This design comes from an exercise in tuning for small area on the open sky130 flow, not from production work. In this exercise RTL edits were held to simulation tests only and were not proved equivalent to the original. Power figures rest on the tool's default switching activity, not on a simulated workload.

==> design/flow/design.v <==
`timescale 1ns / 1ps
module DifficultySelector(
    input [3:0] ScoreThousands,
	 input [3:0] ScoreHundreds,
	 input [3:0] ScoreTens,
	 input [3:0] ScoreOnes,
    input [7:0] Switches,
	 output [3:0] Difficulty,
	 output [7:0] Leds
    );
	 parameter Score8Thresh = 70;
	 parameter Score7Thresh = 60;
	 parameter Score6Thresh = 50;
	 parameter Score5Thresh = 40;
	 parameter Score4Thresh = 30;
	 parameter Score3Thresh = 20;
	 parameter Score2Thresh = 10;
	 reg	[31:0] totalScore;
	 reg	[3:0] diffReg;
	 reg	[7:0] ledsReg;
	 always @(*)
	 begin
		 totalScore = ScoreThousands * 1000 + ScoreHundreds * 100 + ScoreTens * 10 + ScoreOnes;
		 if( Switches[7] == 1 || totalScore >= Score8Thresh )
		 begin
			diffReg = 8;
			ledsReg = 8'b10000000;
		 end
		 else if( Switches[6] == 1 || totalScore >= Score7Thresh )
		 begin
			diffReg = 7;
			ledsReg = 8'b01000000;
		 end
		 else if( Switches[5] == 1 || totalScore >= Score6Thresh )
		 begin
			diffReg = 6;
			ledsReg = 8'b00100000;
		 end
		 else if( Switches[4] == 1 || totalScore >= Score5Thresh )
		 begin
			diffReg = 5;
			ledsReg = 8'b00010000;
		 end
		 else if( Switches[3] == 1 || totalScore >= Score4Thresh )
		 begin
			diffReg = 4;
			ledsReg = 8'b00001000;
		 end
		 else if( Switches[2] == 1 || totalScore >= Score3Thresh )
		 begin
			diffReg = 3;
			ledsReg = 8'b00000100;
		 end
		 else if( Switches[1] == 1 || totalScore >= Score2Thresh )
		 begin
			diffReg = 2;
			ledsReg = 8'b00000010;
		 end
		 else
		 begin
			diffReg = 1;
			ledsReg = 8'b00000001;
		 end
	 end
	 assign Difficulty = diffReg;
	 assign Leds = ledsReg;
endmodule
`timescale 1ns / 1ps
module Game(
    input Clock,
    input Reset,
    input Tick,
    input [10:0] X,
    input [10:0] Y,
    input [4:0] Buttons,
	 input [3:0] Difficulty,
    output [3:0] ScoreThousands,
	 output [3:0] ScoreHundreds,
	 output [3:0] ScoreTens,
	 output [3:0] ScoreOnes,
    output [2:0] R,
    output [2:0] G,
    output [1:0] B
    );
	 parameter SquareSize = 20;
	 parameter initialX = SquareSize * 3;
	 parameter initialY = SquareSize * 3;
     parameter MAXTAIL = 10;
	 parameter initialFoodX = SquareSize * 15;
	 parameter initialFoodY = SquareSize * 15;
	 parameter foodScore = 5;
	 parameter RIGHT = 0;
	 parameter DOWN = 1;
	 parameter LEFT = 2;
	 parameter UP = 3;
	 parameter RIGHTLIMIT = 800;
	 parameter DOWNLIMIT = 600;
	 parameter LEFTLIMIT = 0;
	 parameter UPLIMIT = 0;
	 reg	GameOver;
	 reg	[10:0] snakeHeadX;
	 reg	[10:0] snakeHeadY;
	 reg	[3:0] numActiveBodyPieces;
	 reg	[10:0] snakeBodyPiecesX [9:0];
	 reg	[10:0] snakeBodyPiecesY [9:0];
	 reg	[10:0] tailToAddX;
	 reg	[10:0] tailToAddY;
	 reg	addPiece;
	 integer	pieceIndex;
	 integer	paintIndex;
	 reg    paintBody;
	 reg	[2:0] red;
	 reg	[2:0] green;
	 reg	[1:0] blue;
	 reg	[3:0] scoreThou;
	 reg	[3:0] scoreHund;
	 reg	[3:0] scoreTen;
	 reg	[3:0] scoreOne;
	 reg	[1:0] direction;
	 reg	[1:0] nextDirection;
     reg    [1:0] tailDirections [9:0];
	 reg	[10:0] foodX;
	 reg	[10:0] foodY;
	 always @(posedge Clock)
	 begin
		if( Reset == 1 )
		begin
			snakeHeadX = initialX;
			snakeHeadY = initialY;
			foodX = initialFoodX;
			foodY = initialFoodY;
			scoreThou = 0;
			scoreHund = 0;
			scoreTen = 0;
			scoreOne = 0;
			addPiece = 0;
			direction = RIGHT;
			nextDirection = RIGHT;
			numActiveBodyPieces = 0;
			GameOver = 0;
		end
		if( Tick == 1 && GameOver == 0 )
		begin
			if( numActiveBodyPieces > 0 )
			begin
                for( pieceIndex = 0; pieceIndex < MAXTAIL; pieceIndex = pieceIndex + 1 )
                if( pieceIndex < numActiveBodyPieces )
                begin
                    if( tailDirections[pieceIndex] == RIGHT )
                    begin
                        snakeBodyPiecesX[pieceIndex] = snakeBodyPiecesX[pieceIndex] + 1;
                    end
                    else if( tailDirections[pieceIndex] == DOWN )
                    begin
                        snakeBodyPiecesY[pieceIndex] = snakeBodyPiecesY[pieceIndex] + 1;
                    end
                    else if( tailDirections[pieceIndex] == LEFT )
                    begin
                        snakeBodyPiecesX[pieceIndex] = snakeBodyPiecesX[pieceIndex] - 1;
                    end
                    else
                    begin
                        snakeBodyPiecesY[pieceIndex] = snakeBodyPiecesY[pieceIndex] - 1;
                    end
                end
            end
			if( direction == RIGHT )
			begin
				snakeHeadX = snakeHeadX + 1;
			end
			else if( direction == DOWN )
			begin
				snakeHeadY = snakeHeadY + 1;
			end
			else if( direction == LEFT )
			begin
				snakeHeadX = snakeHeadX - 1;
			end
			else
			begin
				snakeHeadY = snakeHeadY - 1;
			end
			if( (snakeHeadX - SquareSize) % (SquareSize * 2) == 0 &&
				 (snakeHeadY - SquareSize) % (SquareSize * 2) == 0 )
			begin
                if( numActiveBodyPieces > 0 )
                begin
                    for( pieceIndex = 0; pieceIndex < MAXTAIL - 1; pieceIndex = pieceIndex + 1 )
                    begin
                        if( MAXTAIL - pieceIndex > 0 )
                        begin
                            tailDirections[MAXTAIL - pieceIndex - 1] = tailDirections[MAXTAIL - pieceIndex - 2];
                        end
                    end
                end
                tailDirections[0] = direction;
				direction = nextDirection;
				if( addPiece == 1 )
				begin
					addPiece = 0;
					numActiveBodyPieces = numActiveBodyPieces + 1;
					snakeBodyPiecesX[numActiveBodyPieces - 1] = tailToAddX;
					snakeBodyPiecesY[numActiveBodyPieces - 1] = tailToAddY;
				end
				if( numActiveBodyPieces == 0 )
				begin
					tailToAddX = snakeHeadX;
					tailToAddY = snakeHeadY;
				end
				else
				begin
					tailToAddX = snakeBodyPiecesX[numActiveBodyPieces-1];
					tailToAddY = snakeBodyPiecesY[numActiveBodyPieces-1];
				end
                for( pieceIndex = 0; pieceIndex < MAXTAIL; pieceIndex = pieceIndex + 1 )
                if( pieceIndex < numActiveBodyPieces )
                begin
                    if( snakeHeadX == snakeBodyPiecesX[pieceIndex] &&
                        snakeHeadY == snakeBodyPiecesY[pieceIndex] )
                    begin
                        GameOver = 1;
                    end
                end
			end
			if( snakeHeadX > RIGHTLIMIT - SquareSize || 
				 snakeHeadX < LEFTLIMIT + SquareSize || 
				 snakeHeadY > DOWNLIMIT - SquareSize || 
				 snakeHeadY < UPLIMIT + SquareSize )
			begin
				GameOver = 1;
			end
			if( snakeHeadX == foodX &&
				 snakeHeadY == foodY )
			begin
                if( numActiveBodyPieces < MAXTAIL )
                begin
                    addPiece = 1;
                end
				scoreOne = scoreOne + foodScore;
				if( scoreOne > 9 )  
				begin
					scoreOne = scoreOne - 10;
					if( scoreTen == 9 )  
					begin
						scoreTen = 0;
						if( scoreHund == 9 )  
						begin
							scoreHund = 0;
							if( scoreThou == 9 )  
							begin
								scoreThou = 0;
							end
							else
							begin
								scoreThou = scoreThou + 1;
							end
						end
						else
						begin
							scoreHund = scoreHund + 1;
						end
					end
					else
					begin
						scoreTen = scoreTen + 1;
					end
				end
				foodX = (foodX + SquareSize * 16) % RIGHTLIMIT;
				foodY = (foodY + SquareSize * 22) % DOWNLIMIT;
			end
			if( Buttons[4] == 1 )
			begin
				if( direction == UP || direction == DOWN )
				begin
					nextDirection = RIGHT;
				end
			end
			else if( Buttons[2] == 1 )
			begin
				if( direction == UP || direction == DOWN )
				begin
					nextDirection = LEFT;
				end
			end
			else if( Buttons[1] == 1 )
			begin
				if( direction == LEFT || direction == RIGHT )
				begin
					nextDirection = UP;
				end
			end
			else if( Buttons[3] == 1 )
			begin
				if( direction == LEFT || direction == RIGHT )
				begin
					nextDirection = DOWN;
				end
			end
		 end
	 end
	 always @(*)
	 begin
        paintBody = 0;
        if( numActiveBodyPieces > 0 )
        begin
            for( paintIndex = 0; paintIndex < MAXTAIL; paintIndex = paintIndex + 1 )
            if( paintIndex < numActiveBodyPieces )
            begin
                if( X <= snakeBodyPiecesX[paintIndex] + SquareSize && X + SquareSize >= snakeBodyPiecesX[paintIndex] &&
                    Y <= snakeBodyPiecesY[paintIndex] + SquareSize && Y + SquareSize >= snakeBodyPiecesY[paintIndex] )
                begin
                    paintBody = 1;
                end
            end
        end
		if( X <= snakeHeadX + SquareSize && X + SquareSize >= snakeHeadX &&
			 Y <= snakeHeadY + SquareSize && Y + SquareSize >= snakeHeadY )
		begin
			red = 3'b111;
			green = 3'b111;
			blue = 2'b11;
		end
        else if( paintBody )
        begin
            red = 3'b111;
			green = 3'b111;
			blue = 2'b11;
        end
		else if( X % (SquareSize*2) == 0 )
		begin
			red = 3'b111;
			green = 3'b000;
			blue = 2'b00;
		end
		else if( Y % (SquareSize*2) == 0 )
		begin
			red = 3'b111;
			green = 3'b000;
			blue = 2'b00;
		end
		else if( X <= foodX + SquareSize && X + SquareSize >= foodX &&
					Y <= foodY + SquareSize && Y + SquareSize >= foodY )
		begin
			red = 3'b111;
			green = 3'b000;
			blue = 2'b11;
		end
		else
		begin
			 if( Difficulty == 8 )
			 begin
				red = 3'b100;
				green = 3'b011;
				blue = 2'b01;
			 end
			 else if( Difficulty == 7 )
			 begin
				red = 3'b011;
				green = 3'b011;
				blue = 2'b01;
			 end
			 else if( Difficulty == 6 )
			 begin
				red = 3'b010;
				green = 3'b010;
				blue = 2'b11;
			 end
			 else if( Difficulty == 5 )
			 begin
				red = 3'b101;
				green = 3'b001;
				blue = 2'b01;
			 end
			 else if( Difficulty == 4 )
			 begin
				red = 3'b000;
				green = 3'b001;
				blue = 2'b01;
			 end
			 else if( Difficulty == 3 )
			 begin
				red = 3'b011;
				green = 3'b001;
				blue = 2'b01;
			 end
			 else if( Difficulty == 2 )
			 begin
				red = 3'b000;
				green = 3'b001;
				blue = 2'b10;
			 end
			 else  
			 begin
				red = 3'b000;
				green = 3'b110;
				blue = 2'b11;
			 end
		 end
	end
	assign R = red;
	assign G = green;
	assign B = blue;
	assign ScoreThousands = scoreThou;
	assign ScoreHundreds = scoreHund;
	assign ScoreTens = scoreTen;
	assign ScoreOnes = scoreOne;
endmodule
`timescale 1ns / 1ps
module SevenSegmentDisplay(
    input Clock,
    input Reset,
    input Enable,
    input [3:0] Thousands,
    input [3:0] Hundreds,
    input [3:0] Tens,
    input [3:0] Ones,
    output [3:0] Anodes,
    output [7:0] Cathodes
    );
	reg [1:0] anodeIndex;
	reg [3:0] valueToDisplay;
	reg [3:0] anodeReg;
	reg [7:0] cathodeReg;
	always @ (posedge Clock)
	begin
		if( Reset )
		begin
			anodeIndex = 0;
			valueToDisplay = 0;
			anodeReg = 4'b0000;
			cathodeReg = 8'b11111111;
		end
		else if( Enable )
		begin
			if( anodeIndex == 3 )
			begin
				anodeReg = 4'b0111;
				valueToDisplay = Thousands;
			end
			if( anodeIndex == 2 )
			begin
				anodeReg = 4'b1011;
				valueToDisplay = Hundreds;
			end
			if( anodeIndex == 1 )
			begin
				anodeReg = 4'b1101;
				valueToDisplay[3] = 0;
				valueToDisplay = Tens;
			end
			if( anodeIndex == 0 )
			begin
				anodeReg = 4'b1110;
				valueToDisplay = Ones;
			end
			if(valueToDisplay == 0)
			begin
				cathodeReg = 8'b11000000;
			end
			if(valueToDisplay == 1)
			begin
				cathodeReg = 8'b11111001;
			end
			if(valueToDisplay == 2)
			begin
				cathodeReg = 8'b10100100;
			end
			if(valueToDisplay == 3)
			begin
				cathodeReg = 8'b10110000;
			end
			if(valueToDisplay == 4)
			begin
				cathodeReg = 8'b10011001;
			end
			if(valueToDisplay == 5)
			begin
				cathodeReg = 8'b10010010;
			end
			if(valueToDisplay == 6)
			begin
				cathodeReg = 8'b10000010;
			end
			if(valueToDisplay == 7)
			begin
				cathodeReg = 8'b11111000;
			end
			if(valueToDisplay == 8)
			begin
				cathodeReg = 8'b10000000;
			end
			if(valueToDisplay == 9)
			begin
				 cathodeReg = 8'b10010000;
			end
			if(valueToDisplay > 9)
			begin
				cathodeReg = 8'b10110110;  
			end
			if( anodeIndex == 3 )
			begin
				anodeIndex = 0;
			end
			else
			begin
				anodeIndex = anodeIndex + 1;
			end
		end
	end
	assign Anodes = anodeReg;
	assign Cathodes = cathodeReg;
endmodule
module vga_800x600(input wire Clock,
input wire Reset,
output reg hsync,
output reg vsync,
output reg [10:0] X,
output reg [10:0] Y,
output reg vidon
    );
parameter TotalHorizontalPixels = 11'd1040;
parameter HorizontalSyncWidth = 11'd120;
parameter VerticalSyncWidth = 11'd6;
parameter TotalVerticalLines = 11'd666;
parameter HorizontalBackPorchTime = 11'd184 ;
parameter HorizontalFrontPorchTime = 11'd984 ;
parameter VerticalBackPorchTime = 11'd43 ;
parameter VerticalFrontPorchTime = 11'd643;
reg VerticalSyncEnable;
reg [10:0] HorizontalCounter;
reg [10:0] VerticalCounter;
always @(posedge Clock)
begin
	if( Reset == 1 )
    begin
		HorizontalCounter <= 0;
        VerticalCounter<=0;
        VerticalSyncEnable <= 0;
    end
	else
    begin
        if( HorizontalCounter == TotalHorizontalPixels - 1 )
        begin  
            HorizontalCounter<=0;
            VerticalSyncEnable <= 1;
        end
        else
        begin 
            HorizontalCounter<=HorizontalCounter+1; 
            VerticalSyncEnable <=0;
        end
        if( VerticalSyncEnable == 1 )
        begin
            if( VerticalCounter == TotalVerticalLines - 1 )
            begin
                VerticalCounter<=0;
            end
            else
            begin
                VerticalCounter<=VerticalCounter+1;
            end
        end
    end
end
always @(*)
begin
	if( HorizontalCounter < HorizontalSyncWidth )
    begin
		hsync = 1;
    end
	else
    begin
		hsync = 0;
    end
    if( VerticalCounter < VerticalSyncWidth )
    begin
		vsync = 1;
    end
	else
    begin
		vsync = 0;
    end
end
always @(posedge Clock)
begin
	if( HorizontalCounter < HorizontalFrontPorchTime && 
        HorizontalCounter > HorizontalBackPorchTime && 
        VerticalCounter < VerticalFrontPorchTime && 
        VerticalCounter > VerticalBackPorchTime )
    begin
        vidon <= 1;
        X<= HorizontalCounter - HorizontalBackPorchTime;
        Y<= VerticalCounter - VerticalBackPorchTime;
    end
	else
    begin
        vidon <= 0;
        X<=0;
        Y<=0;
    end
end
endmodule
module snake_vga(input clk,
                 input rst,
                 input [3:0] buttons,
                 input [7:0] switches,
                 input game_tick,
                 input scan_tick,
                 output hsync,
                 output vsync,
                 output [2:0] red,
                 output [2:0] green,
                 output [1:0] blue,
                 output [7:0] leds,
                 output [3:0] anodes,
                 output [7:0] cathodes);
	 wire hsync_out;
	 wire vsync_out;
	 wire vidon;
	 wire [10:0] X;
	 wire [10:0] Y;
	 wire [3:0] ScoreThousands;
	 wire [3:0] ScoreHundreds;
	 wire [3:0] ScoreTens;
	 wire [3:0] ScoreOnes;
	 wire	[3:0] Difficulty;
	 wire	[2:0] R;
	 wire	[2:0] G;
	 wire	[1:0] B;
	 assign hsync = ~hsync_out;
	 assign vsync = ~vsync_out;
	 DifficultySelector diffSel(.ScoreThousands(ScoreThousands),.ScoreHundreds(ScoreHundreds),.ScoreTens(ScoreTens),.ScoreOnes(ScoreOnes),.Switches(switches),.Difficulty(Difficulty),.Leds(leds));
	 Game game(.Clock(clk),.Reset(rst),.Tick(game_tick),.X(X),.Y(Y),.Buttons({buttons, rst}),.Difficulty(Difficulty),.ScoreThousands(ScoreThousands),.ScoreHundreds(ScoreHundreds),.ScoreTens(ScoreTens),.ScoreOnes(ScoreOnes),.R(R),.G(G),.B(B));
	 SevenSegmentDisplay scoreDisplay(.Clock(clk),.Reset(rst),.Enable(scan_tick),.Thousands(ScoreThousands),.Hundreds(ScoreHundreds),.Tens(ScoreTens),.Ones(ScoreOnes),.Anodes(anodes),.Cathodes(cathodes));
	 assign red   = vidon ? R : 3'b000;
	 assign green = vidon ? G : 3'b000;
	 assign blue  = vidon ? B : 2'b00;
	 vga_800x600 display(.Clock(clk),.Reset(rst),.hsync(hsync_out),.vsync(vsync_out),.X(X),.Y(Y),.vidon(vidon));
endmodule
==> design/flow/run.sh <==
#!/bin/bash
# synth_recipe.tcl (not shown) runs the flow's synth.tcl, then flattens the netlist and writes it again
# the make line also repeats each setting of config.mk as NAME=value (left out here)
make -C /OpenROAD-flow-scripts/flow DESIGN_CONFIG=/design/flow/config.mk WORK_HOME=/design/flow/orfs CLKGATE_MAP_FILE= SYNTH_SCRIPT=/design/flow/synth_recipe.tcl finish
==> design/flow/config.mk <==
export PLATFORM = sky130hd
export DESIGN_NAME = snake_vga
export DESIGN_NICKNAME = snake_vga
export VERILOG_FILES = /design/flow/design.v
export SDC_FILE = /design/flow/constraint.sdc
export NUM_CORES = 4
export LEC_CHECK = 0
export CAP_MARGIN = 20
export CORE_MARGIN = 2
export CORE_UTILIZATION = 40
export SLEW_MARGIN = 20
==> design/flow/constraint.sdc <==
create_clock -name core_clock -period 20.0 [get_ports {clk}]
set_input_delay 4.0000 -clock core_clock [delete_from_list [all_inputs] [get_ports {clk}]]
set_output_delay 4.0000 -clock core_clock [all_outputs]
set_load 0.01 [all_outputs]
==> flow_metrics.env <==
export IMPL_outcome="complete, no violations"
export IMPL_synth_nets=7381
export IMPL_r2r_cells=21
export IMPL_gr_total_overflow=0
export IMPL_io_pins=46
export IMPL_end_kind="output port"
export IMPL_max_slew_worst_pin_slew_ps=1310
export IMPL_cts_hold_buffers_added=0
export IMPL_antenna_found_initial=9
export IMPL_startpoint_type="register"
export IMPL_min_delay_start="scoreDisplay.cathodeReg[2]"
export IMPL_cp_arrival_ps=8250
export IMPL_rr_startpoint="game.snakeHeadX[0]"
export IMPL_dieHeight_um=368
export IMPL_wire_per_inst_um=26.9
export IMPL_pwr_share_clk_pct=31.8
export IMPL_ys_warn_count=7
export IMPL_mostFrequentLayoutCells="ha_1 (657), xnor2_1 (606), nor2_1 (591), nand2_1 (435), a21oi_1 (434)"
export IMPL_setup_violations=0
export IMPL_fin_cells=8404
export IMPL_cts_tree="yes"
export IMPL_period_needed_ps=12250
export IMPL_fp_row_count=133
export IMPL_rrSetupSlack_ps=12440
export IMPL_fmax_mhz=81.6
export IMPL_power_internal_uw=1950
export IMPL_wl_mm=226
export IMPL_min_path_cells=2
export IMPL_cts_setup_buffers=0
export IMPL_r2r_end="game.snakeBodyPiecesX[8][8]"
export IMPL_cts_resized=0
export IMPL_async_flop_share_pct=0
export IMPL_syn2layout_area_growth_pct=8.24
export IMPL_fill_cells=13233
export IMPL_synthFlopType="edfxtp_1"
export IMPL_netlist_area_um2=53100
export IMPL_synth_cell_type_count=116
export IMPL_die_area_um2=136000
export IMPL_final_common_cell="ha_1"
export IMPL_placed_area_um2=55700
export IMPL_relSlewSlack_pct=12.0
export IMPL_clk_pin_slew_ps=60
export IMPL_maxCapViolCount=0
export IMPL_fin_nets=7292
export IMPL_hold_viol=0
export IMPL_grt_max_degree=165
export IMPL_die_w_um=368
export IMPL_cp_required_ps=16000
export IMPL_skew_ps=36.5
export IMPL_min_path_type="reg2reg"
export IMPL_pwr_density_cell_nw_per_um2=54.6
export IMPL_cts_made_buffers=53
export IMPL_cts_max_path_buffers=3
export IMPL_cp_max_fo=19
export IMPL_grt_usage_pct=32.1
export IMPL_min_to="scoreDisplay.cathodeReg[2]"
export IMPL_rsz0062_at_grt="no"
export IMPL_clock_latency_ps=680
export IMPL_synth_edf_count=262
export IMPL_seq_area_frac_synth_pct=19.8
export IMPL_grt_pass1_vias=49071
export IMPL_cts_sinks=395
export IMPL_coreArea_um2=132000
export IMPL_gp_congestion=1.10
export IMPL_h_tree_depth=2
export IMPL_p_leak_uw=0.0240
export IMPL_period_share_pct=61.2
export IMPL_ys_ff_latch=395
export IMPL_vias=52634
export IMPL_critPathKind="reg2out"
export IMPL_initial_core_util_pct=40.4
export IMPL_pwr_share_comb_pct=33.5
export IMPL_final_max_slew_viol_count=0
export IMPL_seq_power_share_pct=34.7
export IMPL_syn_avg_cell_area_um2=7.94
export IMPL_postRouteAntennaNets=0
export IMPL_place_inst=8302
export IMPL_fin_area_um2=57500
export IMPL_first_pass_iters=6
export IMPL_tns_ps=0
export IMPL_port_buffers=43
export IMPL_drt_iter0_drc=6442
export IMPL_grt_pass1_wl_mm=327
export IMPL_cts_root_buf="clkbuf_16"
export IMPL_power_switching_uw=1190
export IMPL_switching_share_pct=37.9
export IMPL_syn_inst=6691
export IMPL_ir_drop_v=0.0000735
export IMPL_via_per_inst=6.26
export IMPL_drt_drc_violations_left=0
export IMPL_place_hpwl_mm=169
export IMPL_layout_drive_gt1_share_pct=6.05
[Yosys cell counts (all sizes together), types with 28 or more instances]
master	count	area, µm²
ha	657	8220
a211oi	72	546
edfxtp	262	7870
and3	44	280
o21ai	404	2030
nand3	192	966
nand2b	84	526
nor2	600	2250
nor3	202	1030
xnor2	621	5440
nor2b	74	463
dfxtp	133	2660
or3	56	350
o22ai	75	469
mux2i	237	2370
xor2	130	1140
nand4	157	982
nand2	436	1640
a21oi	437	2190
o21a	147	1100
and2	28	175
buf	90	521
nor4	101	632
o31ai	33	253
a31oi	55	350
clkbuf	260	976
inv	385	1450
mux2	29	327
a21o	183	1370
[final cells by class]
class / instances / area (µm²) / area share [%]
timing repair buffer: 206 / 1660 / 2.89
inverter: 403 / 1520 / 2.64
tap: 1755 / 2200 / 3.82
sequential: 395 / 10500 / 18.3
multi-input combinational: 5543 / 39800 / 69.3
clock buffer: 71 / 1480 / 2.58
clock inverter: 25 / 254 / 0.442
antenna: 6 / 15.0 / 0.0261
[sequential cells by signal (all words and copies together), names as in the netlist, 4 cells and up]
register / cells
game.snakeBodyPiecesY: 110
game.scoreTen: 4
game.scoreHund: 4
scoreDisplay.valueToDisplay: 4
display.VerticalCounter: 11
display.Y: 11
game.tailDirections: 20
game.tailToAddX: 11
display.X: 11
game.foodY: 11
game.snakeHeadY: 11
display.HorizontalCounter: 11
game.snakeHeadX: 11
game.tailToAddY: 11
scoreDisplay.cathodeReg: 7
game.scoreOne: 4
scoreDisplay.anodeReg: 4
game.snakeBodyPiecesX: 110
game.numActiveBodyPieces: 4
game.foodX: 11
game.scoreThou: 4
[worst max-delay path, cell delays in order, from the launching register on]
cell	delay (ps)
dfxtp_2	310
buf_4	540
ha_1	360
o21ai_0	150
xnor2_2	870
buf_4	420
ha_1	300
a21o_1	160
a21oi_1	150
o21a_1	270
a2111oi_0	110
buf_4	230
a32oi_1	770
nand4_1	720
a211oi_1	1150
and4_4	430
a21oi_1	80
clkdlybuf4s50_1	490
[power by group through the flow]
| stage | Sequential, µW | Clock (µW) | Combinational (µW) |
|---|---|---|---|
| after floorplan | 1040 | 0 | 776 |
| after global placement | 1100 | 0 | 1000 |
| after detailed placement | 1100 | 0 | 1020 |
| after CTS | 1090 | 1000 | 1030 |
| after global routing | 1100 | 1030 | 1150 |
| final | 1090 | 999 | 1050 |
[through the flow]
step	total power [µW]	hold WS (ps)	util [%]	worst slack [ps]
6_report	3140	476	43.7	7750
5_1_grt	3280	488	43.7	8000
4_1_cts	3110	476	43.7	8190
3_5_place_dp	2120	459	42.3	8370
3_3_place_gp	2100	459	42.3	8530
2_1_floorplan	1820	424	-	8360
[how the worst max path moves through the flow]
stage	start	to	slack, ps	depth (start not counted)
floorplan	rst	game.snakeHeadX[0]	8360	8
global placement	rst	game.snakeBodyPiecesX[8][3]	8530	24
detailed placement	rst	game.snakeBodyPiecesX[6][3]	8370	24
CTS	display.Y[3]	red[0]	8190	17
global route	display.Y[8]	red[1]	8000	16
finish	display.Y[3]	red[1]	7750	17
[cell families (layout without fill, tap and decap cells)]
logic type	Yosys count	in the layout	synth area share, %
muxes	266	266	5.08
DFF	395	395	19.8
other	1	7	0.00706
buffers and inverters	753	705	5.67
AOI/OAI and AO/OA	1715	1715	20.9
adders and majority gates	682	682	16.3
xor gates and xnor gates	751	751	12.4
and+or+nand+nor	2128	2128	19.9
[per-layer routing]
metal	GRT usage, %	wire length [µm]	vias up
met1	43.0	94000	25304
met3	5.70	21700	580
met5	0	13	-
li1	-	-	24207
met2	48.4	95500	2541
met4	18.3	14800	2

[what the ideal ports hide]
In the flow no input, the clock included, has a driving cell. The finished layout below was timed again as built, in two steps. Step 1: set_driving_cell puts a clkbuf_16 on clk and a buf_2 on each other input, an assumption about the parent block. Step 2 also shifts input and output timing later by t, the mid clock arrival at the registers, as if the neighbouring blocks saw the same clock. a / b / c = no drivers / after step 1 / after step 2; a / b = the first two.
shift t [ns]: 0.734
setup WS [ns]: 7.752 / 7.684 / 8.164
latest minus earliest clock arrival (ns): 0.037 / 0.037
pins driven straight from the clock port: 1
After both steps setup and hold are still met in this run. The setup slack of this run moves by -0.068 ns with the drivers and by +0.412 ns with both steps.
